What follows belongs to an exercise in optimizing a design on an open flow for small area; a production flow would make more cautious choices. Function was checked by simulation only, so behaviour that the tests miss may differ from the original. Power and IR drop assume default switching activity.

File: run.sh
#!/bin/bash
# synth_recipe.tcl (not shown) runs the flow's synth.tcl, then flattens the netlist and writes it again
# the make line also repeats each setting of config.mk as NAME=value (left out here)
make -C /OpenROAD-flow-scripts/flow DESIGN_CONFIG=/design/flow/config.mk WORK_HOME=/design/flow/orfs CLKGATE_MAP_FILE= SYNTH_SCRIPT=/design/flow/synth_recipe.tcl finish
File: config.mk
export PLATFORM = sky130hd
export DESIGN_NAME = NEO
export DESIGN_NICKNAME = NEO
export VERILOG_FILES = /design/flow/design.v
export SDC_FILE = /design/flow/constraint.sdc
export NUM_CORES = 4
export LEC_CHECK = 0
export CAP_MARGIN = 20
export CORE_MARGIN = 2
export CORE_UTILIZATION = 40
export SLEW_MARGIN = 20
export SYNTH_HIERARCHICAL = 1
File: constraint.sdc
create_clock -name core_clock -period 9.0 [get_ports {clk}]
set_input_delay 1.8000 -clock core_clock [delete_from_list [all_inputs] [get_ports {clk}]]
set_output_delay 1.8000 -clock core_clock [all_outputs]
set_load 0.01 [all_outputs]
File: design.v
module NEO (Enable, Load, clk, rst, Full, Data_out, Data_in, write_en);
  input Enable, Load, clk, Full, rst;
  input signed [15:0] Data_in;
  output signed [31:0] Data_out;
  output write_en;
  reg state;
  wire start = state & ~Full;
  assign write_en = start & Load;
  always @(posedge clk or posedge rst)
    if (rst) state <= 1'b0;
    else if (state) state <= ~Full;
    else state <= Enable;
  reg signed [15:0] PP, Prev, Current, Ahead;
  wire [31:0] psi;
  always @(posedge clk)
    if (rst) begin
      PP <= 0; Prev <= 0; Current <= 0; Ahead <= 0;
    end else if (start) begin
      PP <= Prev; Prev <= Current; Current <= Ahead; Ahead <= Data_in;
    end
  assign Data_out = psi;
  wire n0 = Current[0] ^ 1'b0;
  wire n1 = (Current[1] & ~Current[0] & ~1'b0) | (~Current[1] & Current[0] & 1'b0);
  wire n2 = ~Current[1] & (Current[0] | 1'b0);
  wire n3 = Current[2] ^ Current[1];
  wire n4 = (Current[3] & ~Current[2] & ~Current[1]) | (~Current[3] & Current[2] & Current[1]);
  wire n5 = ~Current[3] & (Current[2] | Current[1]);
  wire n6 = Current[4] ^ Current[3];
  wire n7 = (Current[5] & ~Current[4] & ~Current[3]) | (~Current[5] & Current[4] & Current[3]);
  wire n8 = ~Current[5] & (Current[4] | Current[3]);
  wire n9 = Current[6] ^ Current[5];
  wire n10 = (Current[7] & ~Current[6] & ~Current[5]) | (~Current[7] & Current[6] & Current[5]);
  wire n11 = ~Current[7] & (Current[6] | Current[5]);
  wire n12 = Current[8] ^ Current[7];
  wire n13 = (Current[9] & ~Current[8] & ~Current[7]) | (~Current[9] & Current[8] & Current[7]);
  wire n14 = ~Current[9] & (Current[8] | Current[7]);
  wire n15 = Current[10] ^ Current[9];
  wire n16 = (Current[11] & ~Current[10] & ~Current[9]) | (~Current[11] & Current[10] & Current[9]);
  wire n17 = ~Current[11] & (Current[10] | Current[9]);
  wire n18 = Current[12] ^ Current[11];
  wire n19 = (Current[13] & ~Current[12] & ~Current[11]) | (~Current[13] & Current[12] & Current[11]);
  wire n20 = ~Current[13] & (Current[12] | Current[11]);
  wire n21 = Current[14] ^ Current[13];
  wire n22 = (Current[15] & ~Current[14] & ~Current[13]) | (~Current[15] & Current[14] & Current[13]);
  wire n23 = ~Current[15] & (Current[14] | Current[13]);
  wire n24, n25;
  FA un24 (.a(Prev[6]), .b((Prev[0] & Prev[11])), .c((Prev[1] & Prev[10])), .s(n24), .co(n25));
  wire n26 = (Prev[0] & Prev[12]) ^ (Prev[1] & Prev[11]);
  wire n27 = (Prev[0] & Prev[12]) & (Prev[1] & Prev[11]);
  wire n28, n29;
  FA un28 (.a(Prev[7]), .b((Prev[0] & Prev[13])), .c((Prev[1] & Prev[12])), .s(n28), .co(n29));
  wire n30, n31;
  FA un30 (.a((Prev[2] & Prev[11])), .b((Prev[3] & Prev[10])), .c((Prev[4] & Prev[9])), .s(n30), .co(n31));
  wire n32 = (Prev[5] & Prev[8]) ^ (Prev[6] & Prev[7]);
  wire n33 = (Prev[5] & Prev[8]) & (Prev[6] & Prev[7]);
  wire n34, n35;
  FA un34 (.a((Prev[0] & Prev[14])), .b((Prev[1] & Prev[13])), .c((Prev[2] & Prev[12])), .s(n34), .co(n35));
  wire n36, n37;
  FA un36 (.a((Prev[3] & Prev[11])), .b((Prev[4] & Prev[10])), .c((Prev[5] & Prev[9])), .s(n36), .co(n37));
  wire n38 = (Prev[6] & Prev[8]) ^ (((n0 & PP[15]) | (n1 & PP[14])) ^ n2);
  wire n39 = (Prev[6] & Prev[8]) & (((n0 & PP[15]) | (n1 & PP[14])) ^ n2);
  wire n40, n41;
  FA un40 (.a(Prev[8]), .b(~(Prev[0] & Prev[15])), .c((Prev[1] & Prev[14])), .s(n40), .co(n41));
  wire n42, n43;
  FA un42 (.a((Prev[2] & Prev[13])), .b((Prev[3] & Prev[12])), .c((Prev[4] & Prev[11])), .s(n42), .co(n43));
  wire n44, n45;
  FA un44 (.a((Prev[5] & Prev[10])), .b((Prev[6] & Prev[9])), .c((Prev[7] & Prev[8])), .s(n44), .co(n45));
  wire n46 = ~(((n0 & PP[15]) | (n1 & PP[15])) ^ n2) ^ (((n3 & PP[14]) | (n4 & PP[13])) ^ n5);
  wire n47 = ~(((n0 & PP[15]) | (n1 & PP[15])) ^ n2) & (((n3 & PP[14]) | (n4 & PP[13])) ^ n5);
  wire n48, n49;
  FA un48 (.a(~(Prev[1] & Prev[15])), .b((Prev[2] & Prev[14])), .c((Prev[3] & Prev[13])), .s(n48), .co(n49));
  wire n50, n51;
  FA un50 (.a((Prev[4] & Prev[12])), .b((Prev[5] & Prev[11])), .c((Prev[6] & Prev[10])), .s(n50), .co(n51));
  wire n52 = (Prev[7] & Prev[9]) ^ (((n3 & PP[15]) | (n4 & PP[14])) ^ n5);
  wire n53 = (Prev[7] & Prev[9]) & (((n3 & PP[15]) | (n4 & PP[14])) ^ n5);
  wire n54, n55;
  FA un54 (.a(Prev[9]), .b(1'b1), .c(~(Prev[2] & Prev[15])), .s(n54), .co(n55));
  wire n56, n57;
  FA un56 (.a((Prev[3] & Prev[14])), .b((Prev[4] & Prev[13])), .c((Prev[5] & Prev[12])), .s(n56), .co(n57));
  wire n58, n59;
  FA un58 (.a((Prev[6] & Prev[11])), .b((Prev[7] & Prev[10])), .c((Prev[8] & Prev[9])), .s(n58), .co(n59));
  wire n60, n61;
  FA un60 (.a(1'b1), .b(~(Prev[3] & Prev[15])), .c((Prev[4] & Prev[14])), .s(n60), .co(n61));
  wire n62 = (Prev[5] & Prev[13]) ^ (Prev[6] & Prev[12]);
  wire n63 = (Prev[5] & Prev[13]) & (Prev[6] & Prev[12]);
  wire n64, n65;
  FA un64 (.a(Prev[10]), .b(~(Prev[4] & Prev[15])), .c((Prev[5] & Prev[14])), .s(n64), .co(n65));
  wire n66, n67;
  FA un66 (.a(Prev[4]), .b((Prev[0] & Prev[7])), .c((Prev[1] & Prev[6])), .s(n66), .co(n67));
  wire n68 = (Prev[0] & Prev[8]) ^ (Prev[1] & Prev[7]);
  wire n69 = (Prev[0] & Prev[8]) & (Prev[1] & Prev[7]);
  wire n70, n71;
  FA un70 (.a(Prev[5]), .b((Prev[0] & Prev[9])), .c((Prev[1] & Prev[8])), .s(n70), .co(n71));
  wire n72, n73;
  FA un72 (.a((Prev[2] & Prev[7])), .b((Prev[3] & Prev[6])), .c((Prev[4] & Prev[5])), .s(n72), .co(n73));
  wire n74 = n17 ^ (((n0 & PP[10]) | (n1 & PP[9])) ^ n2);
  wire n75 = n17 & (((n0 & PP[10]) | (n1 & PP[9])) ^ n2);
  wire n76, n77;
  FA un76 (.a((Prev[0] & Prev[10])), .b((Prev[1] & Prev[9])), .c((Prev[2] & Prev[8])), .s(n76), .co(n77));
  wire n78, n79;
  FA un78 (.a((Prev[3] & Prev[7])), .b((Prev[4] & Prev[6])), .c((((n0 & PP[11]) | (n1 & PP[10])) ^ n2)), .s(n78), .co(n79));
  wire n80 = (((n3 & PP[9]) | (n4 & PP[8])) ^ n5) ^ (((n6 & PP[7]) | (n7 & PP[6])) ^ n8);
  wire n81 = (((n3 & PP[9]) | (n4 & PP[8])) ^ n5) & (((n6 & PP[7]) | (n7 & PP[6])) ^ n8);
  wire n82, n83;
  FA un82 (.a((Prev[2] & Prev[9])), .b((Prev[3] & Prev[8])), .c((Prev[4] & Prev[7])), .s(n82), .co(n83));
  wire n84, n85;
  FA un84 (.a((Prev[5] & Prev[6])), .b(n20), .c((((n0 & PP[12]) | (n1 & PP[11])) ^ n2)), .s(n84), .co(n85));
  wire n86, n87;
  FA un86 (.a((((n3 & PP[10]) | (n4 & PP[9])) ^ n5)), .b((((n6 & PP[8]) | (n7 & PP[7])) ^ n8)), .c((((n9 & PP[6]) | (n10 & PP[5])) ^ n11)), .s(n86), .co(n87));
  wire n88 = (((n12 & PP[4]) | (n13 & PP[3])) ^ n14) ^ (((n15 & PP[2]) | (n16 & PP[1])) ^ n17);
  wire n89 = (((n12 & PP[4]) | (n13 & PP[3])) ^ n14) & (((n15 & PP[2]) | (n16 & PP[1])) ^ n17);
  wire n90, n91;
  FA un90 (.a((Prev[2] & Prev[10])), .b((Prev[3] & Prev[9])), .c((Prev[4] & Prev[8])), .s(n90), .co(n91));
  wire n92, n93;
  FA un92 (.a((Prev[5] & Prev[7])), .b(n26), .c((((n0 & PP[13]) | (n1 & PP[12])) ^ n2)), .s(n92), .co(n93));
  wire n94, n95;
  FA un94 (.a((((n3 & PP[11]) | (n4 & PP[10])) ^ n5)), .b((((n6 & PP[9]) | (n7 & PP[8])) ^ n8)), .c((((n9 & PP[7]) | (n10 & PP[6])) ^ n11)), .s(n94), .co(n95));
  wire n96, n97;
  FA un96 (.a((((n12 & PP[5]) | (n13 & PP[4])) ^ n14)), .b((((n15 & PP[3]) | (n16 & PP[2])) ^ n17)), .c((((n18 & PP[1]) | (n19 & PP[0])) ^ n20)), .s(n96), .co(n97));
  wire n98, n99;
  FA un98 (.a(n23), .b(n27), .c(n32), .s(n98), .co(n99));
  wire n100, n101;
  FA un100 (.a((((n0 & PP[14]) | (n1 & PP[13])) ^ n2)), .b((((n3 & PP[12]) | (n4 & PP[11])) ^ n5)), .c((((n6 & PP[10]) | (n7 & PP[9])) ^ n8)), .s(n100), .co(n101));
  wire n102, n103;
  FA un102 (.a((((n9 & PP[8]) | (n10 & PP[7])) ^ n11)), .b((((n12 & PP[6]) | (n13 & PP[5])) ^ n14)), .c((((n15 & PP[4]) | (n16 & PP[3])) ^ n17)), .s(n102), .co(n103));
  wire n104, n105;
  FA un104 (.a((((n18 & PP[2]) | (n19 & PP[1])) ^ n20)), .b((((n21 & PP[0]) | (n22 & 1'b0)) ^ n23)), .c(n28), .s(n104), .co(n105));
  wire n106, n107;
  FA un106 (.a(n33), .b((((n3 & PP[13]) | (n4 & PP[12])) ^ n5)), .c((((n6 & PP[11]) | (n7 & PP[10])) ^ n8)), .s(n106), .co(n107));
  wire n108, n109;
  FA un108 (.a((((n9 & PP[9]) | (n10 & PP[8])) ^ n11)), .b((((n12 & PP[7]) | (n13 & PP[6])) ^ n14)), .c((((n15 & PP[5]) | (n16 & PP[4])) ^ n17)), .s(n108), .co(n109));
  wire n110, n111;
  FA un110 (.a((((n18 & PP[3]) | (n19 & PP[2])) ^ n20)), .b((((n21 & PP[1]) | (n22 & PP[0])) ^ n23)), .c(n29), .s(n110), .co(n111));
  wire n112, n113;
  FA un112 (.a(n31), .b(n34), .c(n36), .s(n112), .co(n113));
  wire n114, n115;
  FA un114 (.a((((n6 & PP[12]) | (n7 & PP[11])) ^ n8)), .b((((n9 & PP[10]) | (n10 & PP[9])) ^ n11)), .c((((n12 & PP[8]) | (n13 & PP[7])) ^ n14)), .s(n114), .co(n115));
  wire n116, n117;
  FA un116 (.a((((n15 & PP[6]) | (n16 & PP[5])) ^ n17)), .b((((n18 & PP[4]) | (n19 & PP[3])) ^ n20)), .c((((n21 & PP[2]) | (n22 & PP[1])) ^ n23)), .s(n116), .co(n117));
  wire n118, n119;
  FA un118 (.a(n35), .b(n37), .c(n40), .s(n118), .co(n119));
  wire n120, n121;
  FA un120 (.a(n42), .b(n44), .c(n39), .s(n120), .co(n121));
  wire n122, n123;
  FA un122 (.a((((n6 & PP[13]) | (n7 & PP[12])) ^ n8)), .b((((n9 & PP[11]) | (n10 & PP[10])) ^ n11)), .c((((n12 & PP[9]) | (n13 & PP[8])) ^ n14)), .s(n122), .co(n123));
  wire n124, n125;
  FA un124 (.a((((n15 & PP[7]) | (n16 & PP[6])) ^ n17)), .b((((n18 & PP[5]) | (n19 & PP[4])) ^ n20)), .c((((n21 & PP[3]) | (n22 & PP[2])) ^ n23)), .s(n124), .co(n125));
  wire n126, n127;
  FA un126 (.a(n41), .b(n43), .c(n45), .s(n126), .co(n127));
  wire n128, n129;
  FA un128 (.a(n48), .b(n50), .c(n47), .s(n128), .co(n129));
  wire n130, n131;
  FA un130 (.a(~(((n3 & PP[15]) | (n4 & PP[15])) ^ n5)), .b((((n6 & PP[14]) | (n7 & PP[13])) ^ n8)), .c((((n9 & PP[12]) | (n10 & PP[11])) ^ n11)), .s(n130), .co(n131));
  wire n132, n133;
  FA un132 (.a((((n12 & PP[10]) | (n13 & PP[9])) ^ n14)), .b((((n15 & PP[8]) | (n16 & PP[7])) ^ n17)), .c((((n18 & PP[6]) | (n19 & PP[5])) ^ n20)), .s(n132), .co(n133));
  wire n134, n135;
  FA un134 (.a((((n21 & PP[4]) | (n22 & PP[3])) ^ n23)), .b(n49), .c(n51), .s(n134), .co(n135));
  wire n136, n137;
  FA un136 (.a(n54), .b(n56), .c(n58), .s(n136), .co(n137));
  wire n138, n139;
  FA un138 (.a((Prev[7] & Prev[11])), .b((Prev[8] & Prev[10])), .c(n62), .s(n138), .co(n139));
  wire n140, n141;
  FA un140 (.a((((n6 & PP[15]) | (n7 & PP[14])) ^ n8)), .b((((n9 & PP[13]) | (n10 & PP[12])) ^ n11)), .c((((n12 & PP[11]) | (n13 & PP[10])) ^ n14)), .s(n140), .co(n141));
  wire n142, n143;
  FA un142 (.a((((n15 & PP[9]) | (n16 & PP[8])) ^ n17)), .b((((n18 & PP[7]) | (n19 & PP[6])) ^ n20)), .c((((n21 & PP[5]) | (n22 & PP[4])) ^ n23)), .s(n142), .co(n143));
  wire n144, n145;
  FA un144 (.a(n55), .b(n57), .c(n59), .s(n144), .co(n145));
  wire n146, n147;
  FA un146 (.a((Prev[6] & Prev[13])), .b((Prev[7] & Prev[12])), .c((Prev[8] & Prev[11])), .s(n146), .co(n147));
  wire n148, n149;
  FA un148 (.a((Prev[9] & Prev[10])), .b(n63), .c(~(((n6 & PP[15]) | (n7 & PP[15])) ^ n8)), .s(n148), .co(n149));
  wire n150, n151;
  FA un150 (.a((((n9 & PP[14]) | (n10 & PP[13])) ^ n11)), .b((((n12 & PP[12]) | (n13 & PP[11])) ^ n14)), .c((((n15 & PP[10]) | (n16 & PP[9])) ^ n17)), .s(n150), .co(n151));
  wire n152, n153;
  FA un152 (.a((((n18 & PP[8]) | (n19 & PP[7])) ^ n20)), .b((((n21 & PP[6]) | (n22 & PP[5])) ^ n23)), .c(n61), .s(n152), .co(n153));
  wire n154, n155;
  FA un154 (.a(1'b1), .b(~(Prev[5] & Prev[15])), .c((Prev[6] & Prev[14])), .s(n154), .co(n155));
  wire n156, n157;
  FA un156 (.a((Prev[7] & Prev[13])), .b((Prev[8] & Prev[12])), .c((Prev[9] & Prev[11])), .s(n156), .co(n157));
  wire n158, n159;
  FA un158 (.a((((n9 & PP[15]) | (n10 & PP[14])) ^ n11)), .b((((n12 & PP[13]) | (n13 & PP[12])) ^ n14)), .c((((n15 & PP[11]) | (n16 & PP[10])) ^ n17)), .s(n158), .co(n159));
  wire n160 = (((n18 & PP[9]) | (n19 & PP[8])) ^ n20) ^ (((n21 & PP[7]) | (n22 & PP[6])) ^ n23);
  wire n161 = (((n18 & PP[9]) | (n19 & PP[8])) ^ n20) & (((n21 & PP[7]) | (n22 & PP[6])) ^ n23);
  wire n162, n163;
  FA un162 (.a(Prev[11]), .b(~(Prev[6] & Prev[15])), .c((Prev[7] & Prev[14])), .s(n162), .co(n163));
  wire n164, n165;
  FA un164 (.a((Prev[8] & Prev[13])), .b((Prev[9] & Prev[12])), .c((Prev[10] & Prev[11])), .s(n164), .co(n165));
  wire n166, n167;
  FA un166 (.a(~(((n9 & PP[15]) | (n10 & PP[15])) ^ n11)), .b((((n12 & PP[14]) | (n13 & PP[13])) ^ n14)), .c((((n15 & PP[12]) | (n16 & PP[11])) ^ n17)), .s(n166), .co(n167));
  wire n168, n169;
  FA un168 (.a(1'b1), .b(~(Prev[7] & Prev[15])), .c((Prev[8] & Prev[14])), .s(n168), .co(n169));
  wire n170 = (Prev[9] & Prev[13]) ^ (Prev[10] & Prev[12]);
  wire n171 = (Prev[9] & Prev[13]) & (Prev[10] & Prev[12]);
  wire n172, n173;
  FA un172 (.a(Prev[12]), .b(~(Prev[8] & Prev[15])), .c((Prev[9] & Prev[14])), .s(n172), .co(n173));
  wire n174 = Prev[2] ^ (Prev[0] & Prev[3]);
  wire n175 = Prev[2] & (Prev[0] & Prev[3]);
  wire n176, n177;
  FA un176 (.a(Prev[3]), .b((Prev[0] & Prev[5])), .c((Prev[1] & Prev[4])), .s(n176), .co(n177));
  wire n178 = (Prev[2] & Prev[3]) ^ n11;
  wire n179 = (Prev[2] & Prev[3]) & n11;
  wire n180, n181;
  FA un180 (.a((Prev[0] & Prev[6])), .b((Prev[1] & Prev[5])), .c((Prev[2] & Prev[4])), .s(n180), .co(n181));
  wire n182 = (((n0 & PP[7]) | (n1 & PP[6])) ^ n2) ^ (((n3 & PP[5]) | (n4 & PP[4])) ^ n5);
  wire n183 = (((n0 & PP[7]) | (n1 & PP[6])) ^ n2) & (((n3 & PP[5]) | (n4 & PP[4])) ^ n5);
  wire n184, n185;
  FA un184 (.a((Prev[2] & Prev[5])), .b((Prev[3] & Prev[4])), .c(n14), .s(n184), .co(n185));
  wire n186, n187;
  FA un186 (.a((((n0 & PP[8]) | (n1 & PP[7])) ^ n2)), .b((((n3 & PP[6]) | (n4 & PP[5])) ^ n5)), .c((((n6 & PP[4]) | (n7 & PP[3])) ^ n8)), .s(n186), .co(n187));
  wire n188 = (((n9 & PP[2]) | (n10 & PP[1])) ^ n11) ^ (((n12 & PP[0]) | (n13 & 1'b0)) ^ n14);
  wire n189 = (((n9 & PP[2]) | (n10 & PP[1])) ^ n11) & (((n12 & PP[0]) | (n13 & 1'b0)) ^ n14);
  wire n190, n191;
  FA un190 (.a((Prev[2] & Prev[6])), .b((Prev[3] & Prev[5])), .c(n68), .s(n190), .co(n191));
  wire n192, n193;
  FA un192 (.a((((n0 & PP[9]) | (n1 & PP[8])) ^ n2)), .b((((n3 & PP[7]) | (n4 & PP[6])) ^ n5)), .c((((n6 & PP[5]) | (n7 & PP[4])) ^ n8)), .s(n192), .co(n193));
  wire n194, n195;
  FA un194 (.a((((n9 & PP[3]) | (n10 & PP[2])) ^ n11)), .b((((n12 & PP[1]) | (n13 & PP[0])) ^ n14)), .c(n67), .s(n194), .co(n195));
  wire n196, n197;
  FA un196 (.a(n69), .b((((n3 & PP[8]) | (n4 & PP[7])) ^ n5)), .c((((n6 & PP[6]) | (n7 & PP[5])) ^ n8)), .s(n196), .co(n197));
  wire n198, n199;
  FA un198 (.a((((n9 & PP[4]) | (n10 & PP[3])) ^ n11)), .b((((n12 & PP[2]) | (n13 & PP[1])) ^ n14)), .c((((n15 & PP[0]) | (n16 & 1'b0)) ^ n17)), .s(n198), .co(n199));
  wire n200, n201;
  FA un200 (.a(n70), .b(n72), .c(n74), .s(n200), .co(n201));
  wire n202, n203;
  FA un202 (.a((((n9 & PP[5]) | (n10 & PP[4])) ^ n11)), .b((((n12 & PP[3]) | (n13 & PP[2])) ^ n14)), .c((((n15 & PP[1]) | (n16 & PP[0])) ^ n17)), .s(n202), .co(n203));
  wire n204, n205;
  FA un204 (.a(n71), .b(n73), .c(n76), .s(n204), .co(n205));
  wire n206, n207;
  FA un206 (.a(n75), .b(n80), .c(n78), .s(n206), .co(n207));
  wire n208, n209;
  FA un208 (.a((((n18 & PP[0]) | (n19 & 1'b0)) ^ n20)), .b(n77), .c(n24), .s(n208), .co(n209));
  wire n210, n211;
  FA un210 (.a(n82), .b(n81), .c(n88), .s(n210), .co(n211));
  wire n212, n213;
  FA un212 (.a(n79), .b(n84), .c(n86), .s(n212), .co(n213));
  wire n214, n215;
  FA un214 (.a(n25), .b(n83), .c(n90), .s(n214), .co(n215));
  wire n216, n217;
  FA un216 (.a(n89), .b(n85), .c(n87), .s(n216), .co(n217));
  wire n218, n219;
  FA un218 (.a(n92), .b(n94), .c(n96), .s(n218), .co(n219));
  wire n220, n221;
  FA un220 (.a(n91), .b(n30), .c(n98), .s(n220), .co(n221));
  wire n222, n223;
  FA un222 (.a(n93), .b(n95), .c(n97), .s(n222), .co(n223));
  wire n224, n225;
  FA un224 (.a(n100), .b(n102), .c(n104), .s(n224), .co(n225));
  wire n226, n227;
  FA un226 (.a(n38), .b(n99), .c(n101), .s(n226), .co(n227));
  wire n228, n229;
  FA un228 (.a(n103), .b(n106), .c(n108), .s(n228), .co(n229));
  wire n230, n231;
  FA un230 (.a(n110), .b(n105), .c(n112), .s(n230), .co(n231));
  wire n232, n233;
  FA un232 (.a(n46), .b(n107), .c(n109), .s(n232), .co(n233));
  wire n234, n235;
  FA un234 (.a(n111), .b(n114), .c(n116), .s(n234), .co(n235));
  wire n236, n237;
  FA un236 (.a(n113), .b(n118), .c(n120), .s(n236), .co(n237));
  wire n238, n239;
  FA un238 (.a(n52), .b(n115), .c(n117), .s(n238), .co(n239));
  wire n240, n241;
  FA un240 (.a(n122), .b(n124), .c(n126), .s(n240), .co(n241));
  wire n242, n243;
  FA un242 (.a(n119), .b(n121), .c(n128), .s(n242), .co(n243));
  wire n244, n245;
  FA un244 (.a(n53), .b(n123), .c(n125), .s(n244), .co(n245));
  wire n246, n247;
  FA un246 (.a(n127), .b(n130), .c(n132), .s(n246), .co(n247));
  wire n248, n249;
  FA un248 (.a(n134), .b(n136), .c(n129), .s(n248), .co(n249));
  wire n250, n251;
  FA un250 (.a(n60), .b(n138), .c(n131), .s(n250), .co(n251));
  wire n252, n253;
  FA un252 (.a(n133), .b(n135), .c(n140), .s(n252), .co(n253));
  wire n254, n255;
  FA un254 (.a(n142), .b(n144), .c(n137), .s(n254), .co(n255));
  wire n256, n257;
  FA un256 (.a(n64), .b(n146), .c(n139), .s(n256), .co(n257));
  wire n258, n259;
  FA un258 (.a(n141), .b(n143), .c(n145), .s(n258), .co(n259));
  wire n260, n261;
  FA un260 (.a(n148), .b(n150), .c(n152), .s(n260), .co(n261));
  wire n262, n263;
  FA un262 (.a(n65), .b(n147), .c(n154), .s(n262), .co(n263));
  wire n264, n265;
  FA un264 (.a(n156), .b(n160), .c(n149), .s(n264), .co(n265));
  wire n266, n267;
  FA un266 (.a(n151), .b(n153), .c(n158), .s(n266), .co(n267));
  wire n268, n269;
  FA un268 (.a((((n18 & PP[10]) | (n19 & PP[9])) ^ n20)), .b((((n21 & PP[8]) | (n22 & PP[7])) ^ n23)), .c(n155), .s(n268), .co(n269));
  wire n270, n271;
  FA un270 (.a(n157), .b(n162), .c(n164), .s(n270), .co(n271));
  wire n272, n273;
  FA un272 (.a(n161), .b(n159), .c(n166), .s(n272), .co(n273));
  wire n274, n275;
  FA un274 (.a(n170), .b((((n12 & PP[15]) | (n13 & PP[14])) ^ n14)), .c((((n15 & PP[13]) | (n16 & PP[12])) ^ n17)), .s(n274), .co(n275));
  wire n276, n277;
  FA un276 (.a((((n18 & PP[11]) | (n19 & PP[10])) ^ n20)), .b((((n21 & PP[9]) | (n22 & PP[8])) ^ n23)), .c(n163), .s(n276), .co(n277));
  wire n278, n279;
  FA un278 (.a(n165), .b(n168), .c(n167), .s(n278), .co(n279));
  wire n280, n281;
  FA un280 (.a((Prev[10] & Prev[13])), .b((Prev[11] & Prev[12])), .c(n171), .s(n280), .co(n281));
  wire n282, n283;
  FA un282 (.a(~(((n12 & PP[15]) | (n13 & PP[15])) ^ n14)), .b((((n15 & PP[14]) | (n16 & PP[13])) ^ n17)), .c((((n18 & PP[12]) | (n19 & PP[11])) ^ n20)), .s(n282), .co(n283));
  wire n284, n285;
  FA un284 (.a((((n21 & PP[10]) | (n22 & PP[9])) ^ n23)), .b(n169), .c(n172), .s(n284), .co(n285));
  wire n286, n287;
  FA un286 (.a(1'b1), .b(~(Prev[9] & Prev[15])), .c((Prev[10] & Prev[14])), .s(n286), .co(n287));
  wire n288, n289;
  FA un288 (.a((Prev[11] & Prev[13])), .b((((n15 & PP[15]) | (n16 & PP[14])) ^ n17)), .c((((n18 & PP[13]) | (n19 & PP[12])) ^ n20)), .s(n288), .co(n289));
  wire n290 = (((n21 & PP[11]) | (n22 & PP[10])) ^ n23) ^ n173;
  wire n291 = (((n21 & PP[11]) | (n22 & PP[10])) ^ n23) & n173;
  wire n292, n293;
  FA un292 (.a(Prev[13]), .b(~(Prev[10] & Prev[15])), .c((Prev[11] & Prev[14])), .s(n292), .co(n293));
  wire n294, n295;
  FA un294 (.a((Prev[12] & Prev[13])), .b(~(((n15 & PP[15]) | (n16 & PP[15])) ^ n17)), .c((((n18 & PP[14]) | (n19 & PP[13])) ^ n20)), .s(n294), .co(n295));
  wire n296 = 1'b1 ^ ~(Prev[11] & Prev[15]);
  wire n297 = 1'b1 & ~(Prev[11] & Prev[15]);
  wire n298 = Prev[1] ^ (Prev[0] & Prev[1]);
  wire n299 = Prev[1] & (Prev[0] & Prev[1]);
  wire n300, n301;
  FA un300 (.a((Prev[1] & Prev[2])), .b(n8), .c(n174), .s(n300), .co(n301));
  wire n302, n303;
  FA un302 (.a((Prev[0] & Prev[4])), .b((Prev[1] & Prev[3])), .c(n175), .s(n302), .co(n303));
  wire n304 = (((n0 & PP[5]) | (n1 & PP[4])) ^ n2) ^ (((n3 & PP[3]) | (n4 & PP[2])) ^ n5);
  wire n305 = (((n0 & PP[5]) | (n1 & PP[4])) ^ n2) & (((n3 & PP[3]) | (n4 & PP[2])) ^ n5);
  wire n306, n307;
  FA un306 (.a(n178), .b((((n0 & PP[6]) | (n1 & PP[5])) ^ n2)), .c((((n3 & PP[4]) | (n4 & PP[3])) ^ n5)), .s(n306), .co(n307));
  wire n308, n309;
  FA un308 (.a((((n6 & PP[2]) | (n7 & PP[1])) ^ n8)), .b((((n9 & PP[0]) | (n10 & 1'b0)) ^ n11)), .c(n176), .s(n308), .co(n309));
  wire n310, n311;
  FA un310 (.a(n179), .b((((n6 & PP[3]) | (n7 & PP[2])) ^ n8)), .c((((n9 & PP[1]) | (n10 & PP[0])) ^ n11)), .s(n310), .co(n311));
  wire n312, n313;
  FA un312 (.a(n177), .b(n180), .c(n182), .s(n312), .co(n313));
  wire n314, n315;
  FA un314 (.a(n181), .b(n66), .c(n184), .s(n314), .co(n315));
  wire n316, n317;
  FA un316 (.a(n183), .b(n188), .c(n186), .s(n316), .co(n317));
  wire n318, n319;
  FA un318 (.a(n185), .b(n189), .c(n190), .s(n318), .co(n319));
  wire n320, n321;
  FA un320 (.a(n187), .b(n192), .c(n194), .s(n320), .co(n321));
  wire n322, n323;
  FA un322 (.a(n191), .b(n193), .c(n195), .s(n322), .co(n323));
  wire n324, n325;
  FA un324 (.a(n196), .b(n198), .c(n200), .s(n324), .co(n325));
  wire n326, n327;
  FA un326 (.a(n197), .b(n199), .c(n202), .s(n326), .co(n327));
  wire n328, n329;
  FA un328 (.a(n204), .b(n201), .c(n206), .s(n328), .co(n329));
  wire n330, n331;
  FA un330 (.a(n203), .b(n205), .c(n208), .s(n330), .co(n331));
  wire n332, n333;
  FA un332 (.a(n210), .b(n207), .c(n212), .s(n332), .co(n333));
  wire n334, n335;
  FA un334 (.a(n209), .b(n214), .c(n211), .s(n334), .co(n335));
  wire n336, n337;
  FA un336 (.a(n213), .b(n216), .c(n218), .s(n336), .co(n337));
  wire n338, n339;
  FA un338 (.a(n215), .b(n220), .c(n217), .s(n338), .co(n339));
  wire n340, n341;
  FA un340 (.a(n219), .b(n222), .c(n224), .s(n340), .co(n341));
  wire n342, n343;
  FA un342 (.a(n221), .b(n223), .c(n226), .s(n342), .co(n343));
  wire n344, n345;
  FA un344 (.a(n228), .b(n225), .c(n230), .s(n344), .co(n345));
  wire n346, n347;
  FA un346 (.a(n227), .b(n229), .c(n232), .s(n346), .co(n347));
  wire n348, n349;
  FA un348 (.a(n234), .b(n231), .c(n236), .s(n348), .co(n349));
  wire n350, n351;
  FA un350 (.a(n233), .b(n235), .c(n238), .s(n350), .co(n351));
  wire n352, n353;
  FA un352 (.a(n240), .b(n237), .c(n242), .s(n352), .co(n353));
  wire n354, n355;
  FA un354 (.a(n239), .b(n241), .c(n244), .s(n354), .co(n355));
  wire n356, n357;
  FA un356 (.a(n246), .b(n248), .c(n243), .s(n356), .co(n357));
  wire n358, n359;
  FA un358 (.a(n245), .b(n247), .c(n250), .s(n358), .co(n359));
  wire n360, n361;
  FA un360 (.a(n252), .b(n254), .c(n249), .s(n360), .co(n361));
  wire n362, n363;
  FA un362 (.a(n256), .b(n251), .c(n253), .s(n362), .co(n363));
  wire n364, n365;
  FA un364 (.a(n255), .b(n258), .c(n260), .s(n364), .co(n365));
  wire n366, n367;
  FA un366 (.a(n262), .b(n257), .c(n259), .s(n366), .co(n367));
  wire n368, n369;
  FA un368 (.a(n261), .b(n264), .c(n266), .s(n368), .co(n369));
  wire n370, n371;
  FA un370 (.a(n268), .b(n263), .c(n270), .s(n370), .co(n371));
  wire n372, n373;
  FA un372 (.a(n265), .b(n267), .c(n272), .s(n372), .co(n373));
  wire n374, n375;
  FA un374 (.a(n269), .b(n274), .c(n276), .s(n374), .co(n375));
  wire n376, n377;
  FA un376 (.a(n271), .b(n273), .c(n278), .s(n376), .co(n377));
  wire n378, n379;
  FA un378 (.a(n280), .b(n275), .c(n277), .s(n378), .co(n379));
  wire n380, n381;
  FA un380 (.a(n282), .b(n284), .c(n279), .s(n380), .co(n381));
  wire n382, n383;
  FA un382 (.a(n286), .b(n281), .c(n290), .s(n382), .co(n383));
  wire n384, n385;
  FA un384 (.a(n283), .b(n288), .c(n285), .s(n384), .co(n385));
  wire n386, n387;
  FA un386 (.a((((n21 & PP[12]) | (n22 & PP[11])) ^ n23)), .b(n287), .c(n292), .s(n386), .co(n387));
  wire n388, n389;
  FA un388 (.a(n291), .b(n289), .c(n294), .s(n388), .co(n389));
  wire n390, n391;
  FA un390 (.a((Prev[12] & Prev[14])), .b(n296), .c((((n18 & PP[15]) | (n19 & PP[14])) ^ n20)), .s(n390), .co(n391));
  wire n392, n393;
  FA un392 (.a((((n21 & PP[13]) | (n22 & PP[12])) ^ n23)), .b(n293), .c(n295), .s(n392), .co(n393));
  wire n394, n395;
  FA un394 (.a(Prev[14]), .b(~(Prev[12] & Prev[15])), .c((Prev[13] & Prev[14])), .s(n394), .co(n395));
  wire n396, n397;
  FA un396 (.a(n297), .b(~(((n18 & PP[15]) | (n19 & PP[15])) ^ n20)), .c((((n21 & PP[14]) | (n22 & PP[13])) ^ n23)), .s(n396), .co(n397));
  wire n398 = 1'b1 ^ ~(Prev[13] & Prev[15]);
  wire n399 = 1'b1 & ~(Prev[13] & Prev[15]);
  wire n400 = n5 ^ n298;
  wire n401 = n5 & n298;
  wire n402, n403;
  FA un402 (.a((Prev[0] & Prev[2])), .b(n299), .c((((n0 & PP[3]) | (n1 & PP[2])) ^ n2)), .s(n402), .co(n403));
  wire n404, n405;
  FA un404 (.a((((n0 & PP[4]) | (n1 & PP[3])) ^ n2)), .b((((n3 & PP[2]) | (n4 & PP[1])) ^ n5)), .c((((n6 & PP[0]) | (n7 & 1'b0)) ^ n8)), .s(n404), .co(n405));
  wire n406, n407;
  FA un406 (.a((((n6 & PP[1]) | (n7 & PP[0])) ^ n8)), .b(n302), .c(n304), .s(n406), .co(n407));
  wire n408, n409;
  FA un408 (.a(n305), .b(n303), .c(n306), .s(n408), .co(n409));
  wire n410, n411;
  FA un410 (.a(n307), .b(n310), .c(n309), .s(n410), .co(n411));
  wire n412, n413;
  FA un412 (.a(n311), .b(n314), .c(n313), .s(n412), .co(n413));
  wire n414, n415;
  FA un414 (.a(n315), .b(n318), .c(n317), .s(n414), .co(n415));
  wire n416, n417;
  FA un416 (.a(n319), .b(n321), .c(n322), .s(n416), .co(n417));
  wire n418, n419;
  FA un418 (.a(n323), .b(n326), .c(n325), .s(n418), .co(n419));
  wire n420, n421;
  FA un420 (.a(n327), .b(n330), .c(n329), .s(n420), .co(n421));
  wire n422, n423;
  FA un422 (.a(n331), .b(n334), .c(n333), .s(n422), .co(n423));
  wire n424, n425;
  FA un424 (.a(n335), .b(n338), .c(n337), .s(n424), .co(n425));
  wire n426, n427;
  FA un426 (.a(n339), .b(n342), .c(n341), .s(n426), .co(n427));
  wire n428, n429;
  FA un428 (.a(n343), .b(n346), .c(n345), .s(n428), .co(n429));
  wire n430, n431;
  FA un430 (.a(n347), .b(n350), .c(n349), .s(n430), .co(n431));
  wire n432, n433;
  FA un432 (.a(n351), .b(n354), .c(n353), .s(n432), .co(n433));
  wire n434, n435;
  FA un434 (.a(n355), .b(n358), .c(n360), .s(n434), .co(n435));
  wire n436, n437;
  FA un436 (.a(n359), .b(n362), .c(n364), .s(n436), .co(n437));
  wire n438, n439;
  FA un438 (.a(n363), .b(n366), .c(n365), .s(n438), .co(n439));
  wire n440, n441;
  FA un440 (.a(n370), .b(n367), .c(n369), .s(n440), .co(n441));
  wire n442, n443;
  FA un442 (.a(n374), .b(n371), .c(n376), .s(n442), .co(n443));
  wire n444, n445;
  FA un444 (.a(n375), .b(n378), .c(n380), .s(n444), .co(n445));
  wire n446, n447;
  FA un446 (.a(n382), .b(n379), .c(n384), .s(n446), .co(n447));
  wire n448, n449;
  FA un448 (.a(n386), .b(n383), .c(n385), .s(n448), .co(n449));
  wire n450, n451;
  FA un450 (.a(n390), .b(n387), .c(n389), .s(n450), .co(n451));
  wire n452, n453;
  FA un452 (.a(n394), .b(n391), .c(n396), .s(n452), .co(n453));
  wire n454, n455;
  FA un454 (.a(n398), .b((((n21 & PP[15]) | (n22 & PP[14])) ^ n23)), .c(n395), .s(n454), .co(n455));
  wire n456, n457;
  FA un456 (.a(Prev[15]), .b(~(Prev[14] & Prev[15])), .c(n399), .s(n456), .co(n457));
  wire n458 = Prev[0] ^ n2;
  wire n459 = Prev[0] & n2;
  wire n460 = (((n0 & PP[2]) | (n1 & PP[1])) ^ n2) ^ (((n3 & PP[0]) | (n4 & 1'b0)) ^ n5);
  wire n461 = (((n0 & PP[2]) | (n1 & PP[1])) ^ n2) & (((n3 & PP[0]) | (n4 & 1'b0)) ^ n5);
  wire n462, n463;
  FA un462 (.a((((n3 & PP[1]) | (n4 & PP[0])) ^ n5)), .b(n401), .c(n402), .s(n462), .co(n463));
  wire n464, n465;
  FA un464 (.a(n300), .b(n403), .c(n404), .s(n464), .co(n465));
  wire n466, n467;
  FA un466 (.a(n301), .b(n405), .c(n406), .s(n466), .co(n467));
  wire n468, n469;
  FA un468 (.a(n308), .b(n407), .c(n408), .s(n468), .co(n469));
  wire n470, n471;
  FA un470 (.a(n312), .b(n409), .c(n410), .s(n470), .co(n471));
  wire n472, n473;
  FA un472 (.a(n411), .b(n316), .c(n412), .s(n472), .co(n473));
  wire n474, n475;
  FA un474 (.a(n320), .b(n413), .c(n414), .s(n474), .co(n475));
  wire n476, n477;
  FA un476 (.a(n324), .b(n415), .c(n416), .s(n476), .co(n477));
  wire n478, n479;
  FA un478 (.a(n417), .b(n328), .c(n418), .s(n478), .co(n479));
  wire n480, n481;
  FA un480 (.a(n332), .b(n419), .c(n420), .s(n480), .co(n481));
  wire n482, n483;
  FA un482 (.a(n336), .b(n421), .c(n422), .s(n482), .co(n483));
  wire n484, n485;
  FA un484 (.a(n340), .b(n423), .c(n424), .s(n484), .co(n485));
  wire n486, n487;
  FA un486 (.a(n344), .b(n425), .c(n426), .s(n486), .co(n487));
  wire n488, n489;
  FA un488 (.a(n348), .b(n427), .c(n428), .s(n488), .co(n489));
  wire n490, n491;
  FA un490 (.a(n352), .b(n429), .c(n430), .s(n490), .co(n491));
  wire n492, n493;
  FA un492 (.a(n356), .b(n431), .c(n432), .s(n492), .co(n493));
  wire n494, n495;
  FA un494 (.a(n357), .b(n433), .c(n434), .s(n494), .co(n495));
  wire n496, n497;
  FA un496 (.a(n361), .b(n436), .c(n435), .s(n496), .co(n497));
  wire n498, n499;
  FA un498 (.a(n368), .b(n437), .c(n438), .s(n498), .co(n499));
  wire n500, n501;
  FA un500 (.a(n372), .b(n439), .c(n440), .s(n500), .co(n501));
  wire n502, n503;
  FA un502 (.a(n373), .b(n441), .c(n442), .s(n502), .co(n503));
  wire n504, n505;
  FA un504 (.a(n377), .b(n444), .c(n443), .s(n504), .co(n505));
  wire n506, n507;
  FA un506 (.a(n381), .b(n446), .c(n445), .s(n506), .co(n507));
  wire n508, n509;
  FA un508 (.a(n388), .b(n448), .c(n447), .s(n508), .co(n509));
  wire n510, n511;
  FA un510 (.a(n392), .b(n449), .c(n450), .s(n510), .co(n511));
  wire n512, n513;
  FA un512 (.a(n393), .b(n452), .c(n451), .s(n512), .co(n513));
  wire n514, n515;
  FA un514 (.a(n397), .b(n454), .c(n453), .s(n514), .co(n515));
  wire n516, n517;
  FA un516 (.a(~(((n21 & PP[15]) | (n22 & PP[15])) ^ n23)), .b(n456), .c(n455), .s(n516), .co(n517));
  wire [31:0] fa0 = {n457, n516, n514, n512, n510, n508, n506, n504, n502, n500, n498, n496, n494, n492, n490, n488, n486, n484, n482, n480, n478, n476, n474, n472, n470, n468, n466, n464, n462, n400, (((n0 & PP[1]) | (n1 & PP[0])) ^ n2), (((n0 & PP[0]) | (n1 & 1'b0)) ^ n2)};
  wire [31:0] fa1 = {n517, n515, n513, n511, n509, n507, n505, n503, n501, n499, n497, n495, n493, n491, n489, n487, n485, n483, n481, n479, n477, n475, n473, n471, n469, n467, n465, n463, n461, n460, n459, n458};
  wire [31:0] g0 = fa0 & fa1;
  wire [31:0] p0 = fa0 ^ fa1;
  wire n518 = g0[1] | (p0[1] & g0[0]);
  wire n519 = p0[1] & p0[0];
  wire n520 = g0[3] | (p0[3] & g0[2]);
  wire n521 = p0[3] & p0[2];
  wire n522 = g0[5] | (p0[5] & g0[4]);
  wire n523 = p0[5] & p0[4];
  wire n524 = g0[7] | (p0[7] & g0[6]);
  wire n525 = p0[7] & p0[6];
  wire n526 = g0[9] | (p0[9] & g0[8]);
  wire n527 = p0[9] & p0[8];
  wire n528 = g0[11] | (p0[11] & g0[10]);
  wire n529 = p0[11] & p0[10];
  wire n530 = g0[13] | (p0[13] & g0[12]);
  wire n531 = p0[13] & p0[12];
  wire n532 = g0[15] | (p0[15] & g0[14]);
  wire n533 = p0[15] & p0[14];
  wire n534 = g0[17] | (p0[17] & g0[16]);
  wire n535 = p0[17] & p0[16];
  wire n536 = g0[19] | (p0[19] & g0[18]);
  wire n537 = p0[19] & p0[18];
  wire n538 = g0[21] | (p0[21] & g0[20]);
  wire n539 = p0[21] & p0[20];
  wire n540 = g0[23] | (p0[23] & g0[22]);
  wire n541 = p0[23] & p0[22];
  wire n542 = g0[25] | (p0[25] & g0[24]);
  wire n543 = p0[25] & p0[24];
  wire n544 = g0[27] | (p0[27] & g0[26]);
  wire n545 = p0[27] & p0[26];
  wire n546 = g0[29] | (p0[29] & g0[28]);
  wire n547 = p0[29] & p0[28];
  wire n548 = g0[31] | (p0[31] & g0[30]);
  wire n549 = p0[31] & p0[30];
  wire n550 = n520 | (n521 & n518);
  wire n551 = n521 & n519;
  wire n552 = n524 | (n525 & n522);
  wire n553 = n525 & n523;
  wire n554 = n528 | (n529 & n526);
  wire n555 = n529 & n527;
  wire n556 = n532 | (n533 & n530);
  wire n557 = n533 & n531;
  wire n558 = n536 | (n537 & n534);
  wire n559 = n537 & n535;
  wire n560 = n540 | (n541 & n538);
  wire n561 = n541 & n539;
  wire n562 = n544 | (n545 & n542);
  wire n563 = n545 & n543;
  wire n564 = n548 | (n549 & n546);
  wire n565 = n549 & n547;
  wire n566 = n552 | (n553 & n550);
  wire n567 = n553 & n551;
  wire n568 = n556 | (n557 & n554);
  wire n569 = n557 & n555;
  wire n570 = n560 | (n561 & n558);
  wire n571 = n561 & n559;
  wire n572 = n564 | (n565 & n562);
  wire n573 = n565 & n563;
  wire n574 = n568 | (n569 & n566);
  wire n575 = n569 & n567;
  wire n576 = n572 | (n573 & n570);
  wire n577 = n573 & n571;
  wire n578 = n576 | (n577 & n574);
  wire n579 = n577 & n575;
  wire n580 = n570 | (n571 & n574);
  wire n581 = n571 & n575;
  wire n582 = n554 | (n555 & n566);
  wire n583 = n555 & n567;
  wire n584 = n558 | (n559 & n574);
  wire n585 = n559 & n575;
  wire n586 = n562 | (n563 & n580);
  wire n587 = n563 & n581;
  wire n588 = n522 | (n523 & n550);
  wire n589 = n523 & n551;
  wire n590 = n526 | (n527 & n566);
  wire n591 = n527 & n567;
  wire n592 = n530 | (n531 & n582);
  wire n593 = n531 & n583;
  wire n594 = n534 | (n535 & n574);
  wire n595 = n535 & n575;
  wire n596 = n538 | (n539 & n584);
  wire n597 = n539 & n585;
  wire n598 = n542 | (n543 & n580);
  wire n599 = n543 & n581;
  wire n600 = n546 | (n547 & n586);
  wire n601 = n547 & n587;
  wire n602 = g0[2] | (p0[2] & n518);
  wire n603 = p0[2] & n519;
  wire n604 = g0[4] | (p0[4] & n550);
  wire n605 = p0[4] & n551;
  wire n606 = g0[6] | (p0[6] & n588);
  wire n607 = p0[6] & n589;
  wire n608 = g0[8] | (p0[8] & n566);
  wire n609 = p0[8] & n567;
  wire n610 = g0[10] | (p0[10] & n590);
  wire n611 = p0[10] & n591;
  wire n612 = g0[12] | (p0[12] & n582);
  wire n613 = p0[12] & n583;
  wire n614 = g0[14] | (p0[14] & n592);
  wire n615 = p0[14] & n593;
  wire n616 = g0[16] | (p0[16] & n574);
  wire n617 = p0[16] & n575;
  wire n618 = g0[18] | (p0[18] & n594);
  wire n619 = p0[18] & n595;
  wire n620 = g0[20] | (p0[20] & n584);
  wire n621 = p0[20] & n585;
  wire n622 = g0[22] | (p0[22] & n596);
  wire n623 = p0[22] & n597;
  wire n624 = g0[24] | (p0[24] & n580);
  wire n625 = p0[24] & n581;
  wire n626 = g0[26] | (p0[26] & n598);
  wire n627 = p0[26] & n599;
  wire n628 = g0[28] | (p0[28] & n586);
  wire n629 = p0[28] & n587;
  wire n630 = g0[30] | (p0[30] & n600);
  wire n631 = p0[30] & n601;
  wire n632 = p0[1] ^ g0[0];
  wire n633 = p0[2] ^ n518;
  wire n634 = p0[3] ^ n602;
  wire n635 = p0[4] ^ n550;
  wire n636 = p0[5] ^ n604;
  wire n637 = p0[6] ^ n588;
  wire n638 = p0[7] ^ n606;
  wire n639 = p0[8] ^ n566;
  wire n640 = p0[9] ^ n608;
  wire n641 = p0[10] ^ n590;
  wire n642 = p0[11] ^ n610;
  wire n643 = p0[12] ^ n582;
  wire n644 = p0[13] ^ n612;
  wire n645 = p0[14] ^ n592;
  wire n646 = p0[15] ^ n614;
  wire n647 = p0[16] ^ n574;
  wire n648 = p0[17] ^ n616;
  wire n649 = p0[18] ^ n594;
  wire n650 = p0[19] ^ n618;
  wire n651 = p0[20] ^ n584;
  wire n652 = p0[21] ^ n620;
  wire n653 = p0[22] ^ n596;
  wire n654 = p0[23] ^ n622;
  wire n655 = p0[24] ^ n580;
  wire n656 = p0[25] ^ n624;
  wire n657 = p0[26] ^ n598;
  wire n658 = p0[27] ^ n626;
  wire n659 = p0[28] ^ n586;
  wire n660 = p0[29] ^ n628;
  wire n661 = p0[30] ^ n600;
  wire n662 = p0[31] ^ n630;
  wire [31:0] fsum = {n662, n661, n660, n659, n658, n657, n656, n655, n654, n653, n652, n651, n650, n649, n648, n647, n646, n645, n644, n643, n642, n641, n640, n639, n638, n637, n636, n635, n634, n633, n632, p0[0]};
  assign psi = fsum;
endmodule
module FA (a, b, c, s, co);
  input a, b, c;
  output s, co;
  assign s = a ^ b ^ c;
  assign co = (a & b) | (a & c) | (b & c);
endmodule
==> results.sh, run 1 <==
export IMPL_vias=8712
export IMPL_slew_headroom_pct=50.1
export IMPL_finalCriticalPeriod_ns=8.68
export IMPL_grt_ovfl_total=0
export IMPL_die_area_um2=31600
export IMPL_path_max_fanout=8
export IMPL_cts_inserted_buffers=9
export IMPL_grt_usage_pct=20.9
export IMPL_ys_flop_type="dfxtp_1"
export IMPL_globalplace_congestion=0.886
export IMPL_antenna_found_initial=0
export IMPL_final_max_slew_viol_count=0
export IMPL_io_pins=54
export IMPL_worst_pin_slew_ns=0.748
export IMPL_start_util_pct=40.7
export IMPL_ys_types=43
export IMPL_rows=63
export IMPL_worstSetupPathType="reg2out"
export IMPL_cts_max_level=3
export IMPL_netlist_area_leader_share_pct=39.7
export IMPL_n_antenna_cell=0
export IMPL_fp_dieH_um=178
export IMPL_finalCritPeriodShare_pct=96.5
export IMPL_coreArea_um2=29600
export IMPL_async_flop_share_pct=1.54
export IMPL_pwr_share_comb_pct=57.1
export IMPL_status="timing/DRC/antenna clean"
export IMPL_hp_class="reg2reg"
export IMPL_path_clk_slew_ns=0.06
export IMPL_fmax_mhz=115
export IMPL_synth_seq_area_share_pct=10.8
export IMPL_cts_tree="done"
export IMPL_vias_per_cell=5.38
export IMPL_syn_area_um2=12100
export IMPL_ys_ff_latch=65
export IMPL_worstPathArrival_ns=6.88
export IMPL_timing_rr_start="state"
export IMPL_portBuffers=53
export IMPL_fp_dieW_um=178
export IMPL_grt_pass1_wl_um=51000
export IMPL_synth_edf_count=0
export IMPL_root_buffer="clkbuf_16"
export IMPL_final_cell_mix="fa_1 (239), nand2_1 (167), xnor2_1 (136)"
export IMPL_area_growth_pct=9.75
export IMPL_clkLatencyLatePin_ns=0.33
export IMPL_wl_um=31400
export IMPL_drv_cap=0
export IMPL_peakVddDrop_uv=164
export IMPL_synth_area_leaders="fa_1 (40%), dfxtp_1 (11%), xnor2_1 (9.9%), a22oi_1 (6.5%), ha_1 (5.8%)"
export IMPL_yosysTopAreaCell="fa_1"
export IMPL_first_global_vias=9349
export IMPL_ant_nets=0
export IMPL_avgRoutedWirePerCell_um=19.4
export IMPL_p_int_mw=0.992
export IMPL_cts_num_sinks=65
export IMPL_yosys_warnings=7
export IMPL_fin_skew_ns=0.00581
export IMPL_worstRegToRegCells=4
export IMPL_nets=1541
export IMPL_drc=0
export IMPL_p_switching_mw=0.591
export IMPL_place_hpwl_um=24000
export IMPL_p_clk_share_pct=23.8
export IMPL_max_clock_path_buffers=2
export IMPL_rsz0062_at_grt="no"
export IMPL_power_mw=1.58
export IMPL_worstPathRequired_ns=7.20
export IMPL_layout_commonest_cell="fa_1"
export IMPL_whs_path_depth=2
export IMPL_setup_viol=0
export IMPL_start_kind="flip-flop"
export IMPL_min_delay_start="Ahead[9]"
export IMPL_swShare_pct=37.3
export IMPL_finalHoldViolations=0
export IMPL_cts_setup_buffers=0
export IMPL_grt_max_degree=66
export IMPL_reg2reg_to="PP[10]"
export IMPL_timing_hold_ws_ns=0.448
export IMPL_tns_ns=0
export IMPL_hold_end="Current[9]"
export IMPL_drt_pass1_iterations=6
export IMPL_syn_area_per_cell_um2=9.73
export IMPL_cp_end_kind="primary output"
export IMPL_p_leak_nw=5.51
export IMPL_r2r_slack_ns=7.52
export IMPL_final_layout_size_suffix_gt1_share_pct=8.05
export IMPL_p_seq_share_pct=19.1
export IMPL_syn_inst=1240
export IMPL_powerDensity_nw_per_um2=120
export IMPL_drtIter0Drc=745
-- layer usage --
| metal | GRT usage [%] | vias up | routed length [µm] |
|---|---|---|---|
| li1 | - | 3976 | - |
| met3 | 3.04 | 40 | 1700 |
| met5 | 0 | - | 0 |
| met4 | 5.67 | 0 | 703 |
| met2 | 34.9 | 272 | 15200 |
| met1 | 28.4 | 4424 | 13900 |
-- flip-flops by register name (all words and copies together), names as in the netlist --
register / cells
Ahead: 16
PP: 16
Prev: 16
state: 1
Current: 16
-- modules after synthesis (local to each module, per instance) --
| module | cells inside | copies in the design | cell area [µm²] | flops+latches |
|---|---|---|---|---|
| NEO | 1017 | 1 | 7600 | 65 |
| FA | 1 | 223 | 20.0 | 0 |
-- cell usage after synthesis, drive strengths merged (2+ instances only) --
cell,count
inv,39
a21oi,80
nand3,8
a211oi,2
nor3,2
nor2,11
o21ai,21
o211ai,3
nor2b,3
fa,239
buf,73
a22o,15
xnor2,136
dfxtp,64
nand2,167
o21bai,3
xor2,16
nand4,3
a21o,7
a22oi,105
ha,56
and2,107
clkbuf,69
-- critical path, cell delays in order, from the launching register on --
cell             delay, ns
dfxtp_1               0.49
inv_1                 0.11
ha_1                  0.46
a22oi_1               0.27
xnor2_1               0.17
fa_1                  0.48
fa_1                  0.46
fa_1                  0.57
fa_1                  0.44
fa_1                  0.41
ha_1                  0.36
a21oi_1               0.19
o21ai_0               0.13
or3_1                 0.36
a21o_1                0.24
a21boi_2              0.21
o21ai_1               0.11
fa_1                  0.38
xnor2_1               0.16
clkdlybuf4s50_1       0.55
-- power by group through the flow --
stage | sequential, mW | clock, mW | combinational [mW]
5_1_grt | 0.303 | 0.391 | 1.02
3_5_place_dp | 0.308 | 0 | 0.916
6_report | 0.302 | 0.377 | 0.905
3_3_place_gp | 0.308 | 0 | 0.907
2_1_floorplan | 0.305 | 0 | 0.697
4_1_cts | 0.302 | 0.378 | 0.920
-- cell type report --
class / instances / area (µm²)
Multi-Input combinational cell: 998 / 10000
Tap cell: 390 / 488
Fill cell: 2860 / 16400
Sequential cell: 65 / 1310
Clock inverter: 5 / 78.8
Timing Repair Buffer: 112 / 971
Inverter: 39 / 146
Clock buffer: 11 / 243
-- through the flow --
| step | worst slack [ns] | instances | area, µm² | utilization [%] |
|---|---|---|---|---|
| global placement | 0.496 | 1604 | 12800 | 43.4 |
| CTS | 0.0828 | 1620 | 13200 | 44.4 |
| floorplan | 1.28 | 1244 | 12100 | - |
| finish | 0.317 | 1620 | 13200 | 44.7 |
| detailed placement | 0.459 | 1604 | 12800 | 43.4 |
| global route | 0.00115 | 1620 | 13200 | 44.7 |
-- cells by family after synthesis --
kind of cell	count (synthesis)	synth area share, %
flip-flops	65	10.8
other	1	0.0311
AND/OR/NAND/NOR	304	12.1
multiplexers	1	0.0830
AO/OA/AOI/OAI	241	13.5
XOR/XNOR	152	11.0
adder cells (fa/ha/maj)	295	45.5
buffers and inverters	181	6.97
-- worst max-delay path by stage --
stage,start,to,slack [ns],cells past startpoint
2_1_floorplan,Current[9],Data_out[27],1.28,22
3_3_place_gp,Current[9],Data_out[31],0.50,20
3_5_place_dp,Current[7],Data_out[31],0.46,19
4_1_cts,Current[9],Data_out[31],0.08,20
5_1_grt,Current[13],Data_out[31],0.001,19
6_report,Current[13],Data_out[31],0.32,19
-- timing repair --
action / 4_1_cts / 5_1_grt
setup endpoints to repair: 0 / 6
hold buffers: 0 / 0
resized for setup: 0 / 13
==> run 2, diff against run 1 <==
--- a/config.mk
+++ b/config.mk
@@ -5,8 +5,8 @@
 export SDC_FILE = /design/flow/constraint.sdc
 export NUM_CORES = 4
 export LEC_CHECK = 0
-export CAP_MARGIN = 20
+export CAP_MARGIN = 0
 export CORE_MARGIN = 2
 export CORE_UTILIZATION = 40
-export SLEW_MARGIN = 20
+export SLEW_MARGIN = 0
 export SYNTH_HIERARCHICAL = 1
==> run 2 against run 1 <==
Still clean. Non-clock buffer count stayed put. Critical path depth stayed put. Count of clock-buffer cells in the layout stayed put.
==> results.sh, run 2 <==
export IMPL_yosys_warnings=7
export IMPL_status="timing/DRC/antenna clean"
export IMPL_fin_area_um2=13200
export IMPL_clkLatencyLatePin_ns=0.33
export IMPL_cpLargestDelayFamily="adder cells"
export IMPL_cp_common_cell="fa_1"
export IMPL_synth_xor_area_share_pct=11.0
export IMPL_drtIter0Drc=745
export IMPL_syn_inst=1240
export IMPL_start_kind="flip-flop"
export IMPL_area_growth_pct=9.73
export IMPL_synth_area_leaders="fa_1 (40%), dfxtp_1 (11%), xnor2_1 (9.9%), a22oi_1 (6.5%), ha_1 (5.8%)"
export IMPL_final_layout_size_suffix_gt1_share_pct=8.05
export IMPL_setup_viol=0
export IMPL_place_hpwl_um=24000
export IMPL_avgRoutedWirePerCell_um=19.4
export IMPL_layout_commonest_cell="fa_1"
export IMPL_synth_top_family_by_area="adder cells"
export IMPL_globalplace_congestion=0.886
export IMPL_min_delay_start="Ahead[9]"
export IMPL_first_global_vias=9349
export IMPL_muxShareOfSynthArea_pct=0.0830
export IMPL_max_stage_delay_ns=0.57
export IMPL_n_antenna_cell=0
export IMPL_yosysMostFrequentCell="fa_1"
export IMPL_tns_ns=0
export IMPL_cts_inserted_buffers=9
export IMPL_synth_commonest_cells="fa_1 (239), nand2_1 (167), xnor2_1 (136)"
export IMPL_placed_area_um2=12800
export IMPL_ys_types=43
export IMPL_fin_skew_ns=0.00574
export IMPL_cts_setup_buffers=0
export IMPL_fmax_mhz=115
export IMPL_worstPathArrival_ns=6.88
export IMPL_grt_max_degree=66
export IMPL_synth_edf_count=0
export IMPL_ant_nets=0
export IMPL_syn_area_per_cell_um2=9.73
export IMPL_final_cell_mix="fa_1 (239), nand2_1 (167), xnor2_1 (136)"
export IMPL_critical_path_slowest_cell="fa_1"
export IMPL_rows=63
export IMPL_io_pins=54
export IMPL_coreArea_um2=29600
export IMPL_cts_max_level=3
export IMPL_drv_cap=0
export IMPL_path_clk_slew_ns=0.06
export IMPL_rsz0062_at_grt="no"
export IMPL_vias=8718
export IMPL_cts_hold_buf=0
export IMPL_setup_ws_ns=0.317
export IMPL_reg2reg_to="PP[10]"
export IMPL_fp_dieH_um=178
export IMPL_wl_um=31500
export IMPL_cts_tree="done"
export IMPL_async_flop_share_pct=1.54
export IMPL_drt_pass1_iterations=6
export IMPL_max_clock_path_buffers=2
export IMPL_fp_dieW_um=178
export IMPL_timing_rr_start="state"
export IMPL_final_max_slew_viol_count=0
export IMPL_nets=1541
export IMPL_finalCritPeriodShare_pct=96.5
export IMPL_synth_seq_area_share_pct=10.8
export IMPL_portBuffers=53
export IMPL_worstSetupPathType="reg2out"
export IMPL_powerDensity_nw_per_um2=120
export IMPL_path_max_fanout=8
export IMPL_grt_usage_pct=20.9
export IMPL_start_util_pct=40.7
export IMPL_hold_end="Current[9]"
export IMPL_antenna_found_initial=0
export IMPL_r2r_slack_ns=7.50
export IMPL_hp_class="reg2reg"
export IMPL_cp_end_kind="primary output"
export IMPL_vias_per_cell=5.38
export IMPL_root_buffer="clkbuf_16"
export IMPL_finalHoldViolations=0
export IMPL_ys_flop_type="dfxtp_1"
export IMPL_p_leak_nw=5.51
export IMPL_grt_ovfl_total=0
export IMPL_synth_compound_area_share_pct=13.5
export IMPL_netlist_area_leader_share_pct=39.7
export IMPL_grt_pass1_wl_um=51000
export IMPL_slew_headroom_pct=20.2
export IMPL_synthAdderAreaFrac_pct=45.5
export IMPL_path_cells="inv_1 > ha_1 > a22oi_1 > xnor2_1 > fa_1 > fa_1 > fa_1 > fa_1 > fa_1 > ha_1 > a21oi_1 > o21ai_0 > or3_1 > a21o_1 > a21boi_2 > o21ai_1 > fa_1 > xnor2_1 > clkdlybuf4s50_1"
export IMPL_yosysTopAreaCell="fa_1"
export IMPL_drc=0
export IMPL_whs_path_depth=2
export IMPL_finalCriticalPeriod_ns=8.68
export IMPL_path_buf_inv=2
export IMPL_dpl_worst_slack_ns=0.459
export IMPL_worstRegToRegCells=4
export IMPL_worst_pin_slew_ns=1.20
export IMPL_cts_num_sinks=65
export IMPL_peakVddDrop_uv=164
export IMPL_synth_simple_area_share_pct=12.1
export IMPL_ys_ff_latch=65
export IMPL_die_area_um2=31600
export IMPL_syn_area_um2=12100
export IMPL_worstPathRequired_ns=7.20
## run 2: cell types whose count changed in the layout (fill, tap and decap cells not counted)
cell   before  now
buf_2       0    1
buf_4      60   59
## run 2: worst max path at each step
stage,from,end,cells after the start
after global placement,Current[9],Data_out[31],20
after CTS,Current[9],Data_out[31],20
after global routing,Current[13],Data_out[31],19
after floorplan,Current[9],Data_out[27],22
final,Current[13],Data_out[31],19
after detailed placement,Current[7],Data_out[31],19
## run 2: per-module statistics from Yosys (local to each module, per instance)
module	copies in the design	cell area (µm²)	cells inside
FA	223	20.0	1
NEO	1	7600	1017
## run 2: layout make-up
type	instances	area [µm²]
repair buffers	112	968
inverters	39	146
clock buffers	11	243
well taps	390	488
fillers	2861	16400
clock inverters	5	78.8
flip-flops and latches	65	1310
multi-input cells	998	10000
## run 2: what timing repair did
action / in CTS / in global routing
setup endpoints to repair: 0 / 6
endpoints found under the hold margin: 0 / 0
gates resized for setup: 0 / 13
## run 2: per-stage QoR
step / power (mW) / hold slack (ns) / instances / utilization (%)
3_3_place_gp: 1.22 / 0.442 / 1604 / 43.4
5_1_grt: 1.71 / 0.475 / 1620 / 44.7
6_report: 1.58 / 0.448 / 1620 / 44.7
3_5_place_dp: 1.22 / 0.444 / 1604 / 43.4
4_1_cts: 1.60 / 0.455 / 1620 / 44.4
2_1_floorplan: 1.00 / 0.432 / 1244 / -
## run 2: cells by family (layout without fill, tap and decap cells)
group | Yosys count | in the layout
other | 1 | 5
and+or+nand+nor | 304 | 304
buffers and inverters | 181 | 167
adders and majority gates | 295 | 295
muxes | 1 | 1
AOI/OAI and AO/OA | 241 | 241
xor gates and xnor gates | 152 | 152
DFF | 65 | 65
## run 2: power breakdown
part	switching, mW	internal (mW)	leakage [nW]
clock network	0.127	0.249	0.159
registers	0.00703	0.295	0.530
logic	0.457	0.447	4.82
total	0.591	0.992	5.51
## run 2: tightest hold or removal path: stages, from the launching register on
cell and delay (ns):
dfxtp_1 0.31, nand2_1 0.05, a21oi_1 0.05
## run 2: metal layers
metal  track usage (%)  share of wire [%]
met3              3.04                5.3
met4              5.67                2.2
met1              28.4                 44
met5                 0                  0
met2              34.9                 48

[port drivers added, routing unchanged]
How much do the figures lean on ideal ports? The routed layouts below were timed once more, with nothing changed but the port constraints.
Step 1, drivers: a clkbuf_16 drives clk and a buf_2 each remaining input, both assumed.
Step 2 times the ports against the registers' clock, not the clock port: input delays grow and output delays shrink by t, the midpoint of the rising clock arrivals with the driver on.
a / b / c = ideal / step 1 / step 2; a / b = the first two.
run	shift t [ns]	setup WS [ns]	worst hold slack (ns)	worst setup path after step 2
run 1	0.357	0.317 / 0.283 / 0.640	0.448 / 0.448 / 0.448	register to output
run 2	0.357	0.317 / 0.283 / 0.640	0.448 / 0.448 / 0.448	register to output
After both steps every run listed still meets setup and hold.
